Background: an optimization exercise with open tools, aiming at small area, a short achievable clock period and few clock cycles. Do not read the settings as production practice.
Function was checked by simulation only, so behaviour that the tests miss may differ from the original.
Power figures rest on the tool's default switching activity, not on a simulated workload.

==> flow/design.v <==
`timescale 1ns/10ps
module LBP(
	clk,
	reset,
	gray_addr,
	gray_req,
	gray_ready,
	gray_data,
	lbp_addr,
	lbp_valid,
	lbp_data,
	finish
);
input clk;
input reset;
input gray_ready;
input [7:0] gray_data;
output [13:0] gray_addr;
output reg gray_req;
output reg [13:0] lbp_addr;
output reg lbp_valid;
output reg [7:0] lbp_data;
output reg finish;
localparam S  = 8;         
localparam H  = S - 2;     
localparam IW = 3;         
reg [6:0] row;
reg [6:0] col;
reg [IW-1:0] ri;           
assign gray_addr = {row, col};
wire col_end = (ri == S-1);
wire last    = (col == 7'd127) & (row == 7'd127);    
always @(posedge clk) begin
	if (~gray_req) begin
		row <= 7'd0;
		col <= 7'd0;
		ri  <= {IW{1'b0}};
	end
	else begin
		ri <= ri + 1'b1;                                    
		if (col_end) begin
			col <= col + 7'd1;
			if (col == 7'd127) row <= row - 7'd1;           
			else               row <= row - (S - 1);       
		end
		else row <= row + 7'd1;
	end
end
reg [7:0] p [1:S+1];
integer k;
always @(posedge clk) begin
	p[1] <= gray_data;
	for (k = 2; k <= S + 1; k = k + 1) p[k] <= p[k-1];
end
function ge8;
	input [7:0] a;
	input [7:0] b;
	integer j;
	reg r;
	begin
		r = 1'b1;
		for (j = 0; j < 8; j = j + 1)
			r = (a[j] & ~b[j]) | (a[j] & r) | (~b[j] & r);
		ge8 = r;
	end
endfunction
wire [7:0] x = gray_data;
wire [7:0] c = p[S+1];
wire c_dr  = ge8(x,    c);     
wire c_r   = ge8(p[1], c);     
wire c_ur  = ge8(p[2], c);     
wire c_d   = ge8(p[S], c);     
wire x_ul  = ge8(c, x);        
wire r_l   = ge8(c, p[1]);     
wire ur_dl = ge8(c, p[2]);     
wire d_u   = ge8(c, p[S]);     
reg       q1;
reg [1:0] q2;
reg [2:0] qm [3:S];
reg [3:0] qs1;
always @(posedge clk) begin
	q1    <= x_ul;
	q2    <= {r_l, q1};
	qm[3] <= {ur_dl, q2};
	for (k = 4; k <= S; k = k + 1) qm[k] <= qm[k-1];
	qs1   <= {d_u, qm[S]};
end
wire [7:0] code = {c_dr, c_d, qs1[2], c_r, qs1[1], c_ur, qs1[3], qs1[0]};
always @(posedge clk) begin
	lbp_data <= code;
	lbp_addr <= {row - 7'd1, col - 7'd1};
end
always @(posedge clk or posedge reset) begin
	if (reset) begin
		lbp_valid <= 1'b0;
		finish    <= 1'b0;
		gray_req  <= 1'b0;
	end
	else begin
		gray_req  <= gray_ready;
		lbp_valid <= gray_req & ~finish & (ri >= 2) & (col >= 7'd2);
		if (gray_req & last) finish <= 1'b1;
	end
end
endmodule
Settings: LEC_CHECK=0, CAP_MARGIN=20, CORE_MARGIN=2, CORE_UTILIZATION=65, CTS_BUF_LIST=sky130_fd_sc_hd__clkbuf_4, SETUP_SLACK_MARGIN=3, SLEW_MARGIN=20; clock period 5.0 ns.
standard.sh (not shown) runs the stock make flow with config.mk's settings and CLKGATE_MAP_FILE= SYNTH_SCRIPT=/design/flow/synth_recipe.tcl, a recipe that flattens the netlist after the stock synthesis.
==> flow/flow/run.sh <==
#!/bin/bash
# Standard ORFS flow, with port buffers and timing repair free to use any
# buffer/gate size instead of only same-footprint swaps, and a clock tree
# built without dummy balancing loads.
set -euo pipefail
export CTS_ARGS="-sink_clustering_enable -repair_clock_nets -buf_list sky130_fd_sc_hd__clkbuf_4 -root_buf sky130_fd_sc_hd__clkbuf_16 -dont_use_dummy_load"
bash standard.sh MATCH_CELL_FOOTPRINT=0 "BUFFER_PORTS_ARGS=-buffer_cell sky130_fd_sc_hd__buf_2" finish > standard_flow.log 2>&1
Testbench counts at the start, summed over its fixed seeds: cycles 64,518.
==> next run, changes <==
--- a/flow/design.v
+++ b/flow/design.v
@@ -30,8 +30,9 @@
 assign gray_addr = {row, col};
 wire col_end = (ri == S-1);
 wire last    = (col == 7'd127) & (row == 7'd127);    
+reg run;
 always @(posedge clk) begin
-	if (~gray_req) begin
+	if (~run) begin
 		row <= 7'd0;
 		col <= 7'd0;
 		ri  <= {IW{1'b0}};
@@ -64,13 +65,29 @@
 		ge8 = r;
 	end
 endfunction
+function [1:0] cmp8;
+	input [7:0] a;
+	input [7:0] b;
+	integer j, w;
+	reg [7:0] g, l;
+	begin
+		g = a & ~b;                
+		l = ~a & b;                
+		for (w = 1; w < 8; w = w * 2)
+			for (j = 7; j >= 0; j = j - 2 * w) begin
+				g[j] = g[j] | (~l[j] & g[j-w]);
+				l[j] = l[j] | (~g[j] & l[j-w]);
+			end
+		cmp8 = {~l[7], ~g[7]};
+	end
+endfunction
 wire [7:0] x = gray_data;
 wire [7:0] c = p[S+1];
-wire c_dr  = ge8(x,    c);     
+wire c_dr, x_ul;
+assign {c_dr, x_ul} = cmp8(x, c);   
 wire c_r   = ge8(p[1], c);     
 wire c_ur  = ge8(p[2], c);     
 wire c_d   = ge8(p[S], c);     
-wire x_ul  = ge8(c, x);        
 wire r_l   = ge8(c, p[1]);     
 wire ur_dl = ge8(c, p[2]);     
 wire d_u   = ge8(c, p[S]);     
@@ -95,11 +112,13 @@
 		lbp_valid <= 1'b0;
 		finish    <= 1'b0;
 		gray_req  <= 1'b0;
+		run       <= 1'b0;
 	end
 	else begin
 		gray_req  <= gray_ready;
-		lbp_valid <= gray_req & ~finish & (ri >= 2) & (col >= 7'd2);
-		if (gray_req & last) finish <= 1'b1;
+		run       <= gray_ready & ~finish;
+		lbp_valid <= run & ~finish & (ri >= 2) & (col >= 7'd2);
+		if (run & last) finish <= 1'b1;
 	end
 end
 endmodule
Effect: The changed run completed without violations. Routed wire length drops by 4.7%. Design area falls by about 0.9%. Worst setup slack improves by 0.034 ns. Core utilization drops by 0.28 points. Total power rises by 0.90%. Via count decreases by 2.0%. Flip-flop and latch count rose by 1. Combinational power barely changes. Sequential power is about the same. Final cell count hardly moves. Maximum frequency rose by 1.7%.
Testbench counts after the change, summed over its fixed seeds: cycles 64,518.


Starts from the design.v that is shown in full above.
clock: 5.0 ns
lec_check: 0
cap_margin: 20
core_margin: 2
core_utilization: 65
cts_buf_list: sky130_fd_sc_hd__clkbuf_8
setup_slack_margin: 3
slew_margin: 20
==> flow/flow/run.sh <==
#!/bin/bash
# Standard ORFS flow, with port buffers and timing repair free to use any
# buffer/gate size instead of only same-footprint swaps.
set -euo pipefail
bash standard.sh MATCH_CELL_FOOTPRINT=0 "BUFFER_PORTS_ARGS=-buffer_cell sky130_fd_sc_hd__buf_2" finish > standard_flow.log 2>&1
Testbench counts at the start, summed over its fixed seeds: cycles 64,518.
Edit:
--- a/flow/design.v
+++ b/flow/design.v
@@ -25,28 +25,32 @@
 localparam H  = S - 2;     
 localparam IW = 3;         
 reg [6:0] row;
 reg [6:0] col;
 reg [IW-1:0] ri;           
 assign gray_addr = {row, col};
-wire col_end = (ri == S-1);
-wire last    = (col == 7'd127) & (row == 7'd127);    
-always @(posedge clk) begin
-	if (~gray_req) begin
+wire run      = gray_ready & ~finish;
+wire col_end  = (ri == S-1);
+wire last     = col_end & (col == 7'd127) & (row == 7'd127);
+always @(posedge clk or posedge reset) begin
+	if (reset) begin
 		row <= 7'd0;
 		col <= 7'd0;
 		ri  <= {IW{1'b0}};
 	end
-	else begin
-		ri <= ri + 1'b1;                                    
+	else if (run) begin
 		if (col_end) begin
+			ri  <= {IW{1'b0}};
 			col <= col + 7'd1;
 			if (col == 7'd127) row <= row - 7'd1;           
 			else               row <= row - (S - 1);       
 		end
-		else row <= row + 7'd1;
+		else begin
+			ri  <= ri + 1'b1;
+			row <= row + 7'd1;
+		end
 	end
 end
 reg [7:0] p [1:S+1];
 integer k;
 always @(posedge clk) begin
 	p[1] <= gray_data;
@@ -91,15 +95,17 @@
 	lbp_addr <= {row - 7'd1, col - 7'd1};
 end
 always @(posedge clk or posedge reset) begin
 	if (reset) begin
 		lbp_valid <= 1'b0;
 		finish    <= 1'b0;
-		gray_req  <= 1'b0;
+		gray_req  <= 1'b1;
 	end
 	else begin
-		gray_req  <= gray_ready;
-		lbp_valid <= gray_req & ~finish & (ri >= 2) & (col >= 7'd2);
-		if (gray_req & last) finish <= 1'b1;
+		lbp_valid <= run & (ri >= 2) & (col >= 7'd2);
+		if (run & last) begin
+			finish   <= 1'b1;
+			gray_req <= 1'b0;
+		end
 	end
 end
 endmodule
What happened: Non-clock buffer count rises by 3. Register-to-register slack is about the same. Combinational power came out higher to 5.2 times its value. Die area rises by 2.4%. Critical path depth stays the same. Final cell count grows by 2.4%. Area after synthesis goes up by 2.5%.
Testbench counts after the change, summed over its fixed seeds: cycles 64,515.


## oak
Starts from the design.v that is shown in full above.
Settings: LEC_CHECK=0, CAP_MARGIN=20, CORE_MARGIN=2, CORE_UTILIZATION=65, CTS_BUF_LIST=sky130_fd_sc_hd__clkbuf_8, SETUP_SLACK_MARGIN=3, SLEW_MARGIN=20; clock period 5.0 ns.
==> flow/flow/run.sh <==
#!/bin/bash
# Standard ORFS flow, with port buffers and timing repair free to use any
# buffer/gate size instead of only same-footprint swaps, and a clock tree
# built without dummy balancing loads.
set -euo pipefail
export CTS_ARGS="-sink_clustering_enable -repair_clock_nets -buf_list sky130_fd_sc_hd__clkbuf_8 -root_buf sky130_fd_sc_hd__clkbuf_16 -dont_use_dummy_load"
bash standard.sh MATCH_CELL_FOOTPRINT=0 "BUFFER_PORTS_ARGS=-buffer_cell sky130_fd_sc_hd__buf_1" finish > standard_flow.log 2>&1
oak finished every step from synthesis to the final layout, and the layout passed the timing, DRC and antenna checks.
Testbench counts of oak, summed over its fixed seeds: cycles 64,518.
What pine does differently from oak at the input level:
--- a/flow/design.v
+++ b/flow/design.v
@@ -29,10 +29,11 @@
 reg [IW-1:0] ri;           
 assign gray_addr = {row, col};
 wire col_end = (ri == S-1);
 wire last    = (col == 7'd127) & (row == 7'd127);    
+reg run;
 always @(posedge clk) begin
-	if (~gray_req) begin
+	if (~run) begin
 		row <= 7'd0;
 		col <= 7'd0;
 		ri  <= {IW{1'b0}};
 	end
@@ -63,15 +64,31 @@
 			r = (a[j] & ~b[j]) | (a[j] & r) | (~b[j] & r);
 		ge8 = r;
 	end
 endfunction
+function [1:0] cmp8;
+	input [7:0] a;
+	input [7:0] b;
+	integer j, w;
+	reg [7:0] g, l;
+	begin
+		g = a & ~b;                
+		l = ~a & b;                
+		for (w = 1; w < 8; w = w * 2)
+			for (j = 7; j >= 0; j = j - 2 * w) begin
+				g[j] = g[j] | (~l[j] & g[j-w]);
+				l[j] = l[j] | (~g[j] & l[j-w]);
+			end
+		cmp8 = {~l[7], ~g[7]};
+	end
+endfunction
 wire [7:0] x = gray_data;
 wire [7:0] c = p[S+1];
-wire c_dr  = ge8(x,    c);     
+wire c_dr, x_ul;
+assign {c_dr, x_ul} = cmp8(x, c);   
 wire c_r   = ge8(p[1], c);     
 wire c_ur  = ge8(p[2], c);     
 wire c_d   = ge8(p[S], c);     
-wire x_ul  = ge8(c, x);        
 wire r_l   = ge8(c, p[1]);     
 wire ur_dl = ge8(c, p[2]);     
 wire d_u   = ge8(c, p[S]);     
 reg       q1;
@@ -94,12 +111,14 @@
 	if (reset) begin
 		lbp_valid <= 1'b0;
 		finish    <= 1'b0;
 		gray_req  <= 1'b0;
+		run       <= 1'b0;
 	end
 	else begin
 		gray_req  <= gray_ready;
-		lbp_valid <= gray_req & ~finish & (ri >= 2) & (col >= 7'd2);
-		if (gray_req & last) finish <= 1'b1;
+		run       <= gray_ready & ~finish;
+		lbp_valid <= run & ~finish & (ri >= 2) & (col >= 7'd2);
+		if (run & last) finish <= 1'b1;
 	end
 end
 endmodule
[summary]
Per the comparison of pine with oak, worst setup slack shrank by 0.020 ns; internal power consumption has increased; met2 global-route usage dropped 4.7 points; count of non-CTS buffers in the layout went up; worst hold slack roughly the same. Comparing oak with pine, the core utilization came out essentially unchanged. Compared pine vs oak, and area growth from synthesis to layout is up in pine. Comparing pine and oak, the higher wire length per cell after detailed routing is on oak. Against oak as the reference, pine delivers a higher sequential share of layout area. Diff oak -> pine | largest stage delay on the critical path | decrease of 0.10 ns. pine vs. oak: clock slew seen by the registers of the worst setup and hold paths held steady, power drawn by the clock network moved down. The wire length the detailed router placed on met1 of pine exceeds that of oak by 3.3%.
Testbench counts of pine, summed over its fixed seeds: cycles 64,518.

## re-timing with driven ports
The results above use ideal ports. As a check the final layouts listed here were re-extracted and re-timed, cells and wires unchanged. Step 1 assumes that a clkbuf_16 drives the clock port and a buf_2 every other input. Step 2 adds t to the input delays and takes it off the output delays; t is the mean of the earliest and latest rising clock arrival at the registers after step 1. Input paths then give back, and output paths get back, about the clock's delay inside the block. Three values: no drivers, after step 1, after step 2; two values: the first two.
run | t (ns) | setup WS [ns] | hold slack, ns | worst slew at a driven data input, ns
the first run of note 1 | 0.379 | 3.024 / 3.007 / 2.662 | 0.310 / 0.310 / 0.310 | 0.03
the second run of note 1 | 0.364 | 3.058 / 3.023 / 2.727 | 0.310 / 0.310 / 0.310 | 0.03
the first run of note 2 | 0.451 | 2.998 / 2.970 / 2.680 | 0.326 / 0.326 / 0.326 | 0.03
the second run of note 2 | 0.449 | 2.955 / 2.925 / 2.769 | 0.324 / 0.324 / 0.324 | 0.04
oak | 0.382 | 3.051 / 3.018 / 2.694 | 0.314 / 0.314 / 0.314 | 0.03
pine | 0.378 | 3.031 / 3.019 / 2.709 | 0.313 / 0.313 / 0.313 | 0.03
After both steps setup and hold are still met in every run listed. The setup slack of the first run of note 1, which loses most, moves by -0.017 ns with the drivers and by -0.362 ns with both steps.
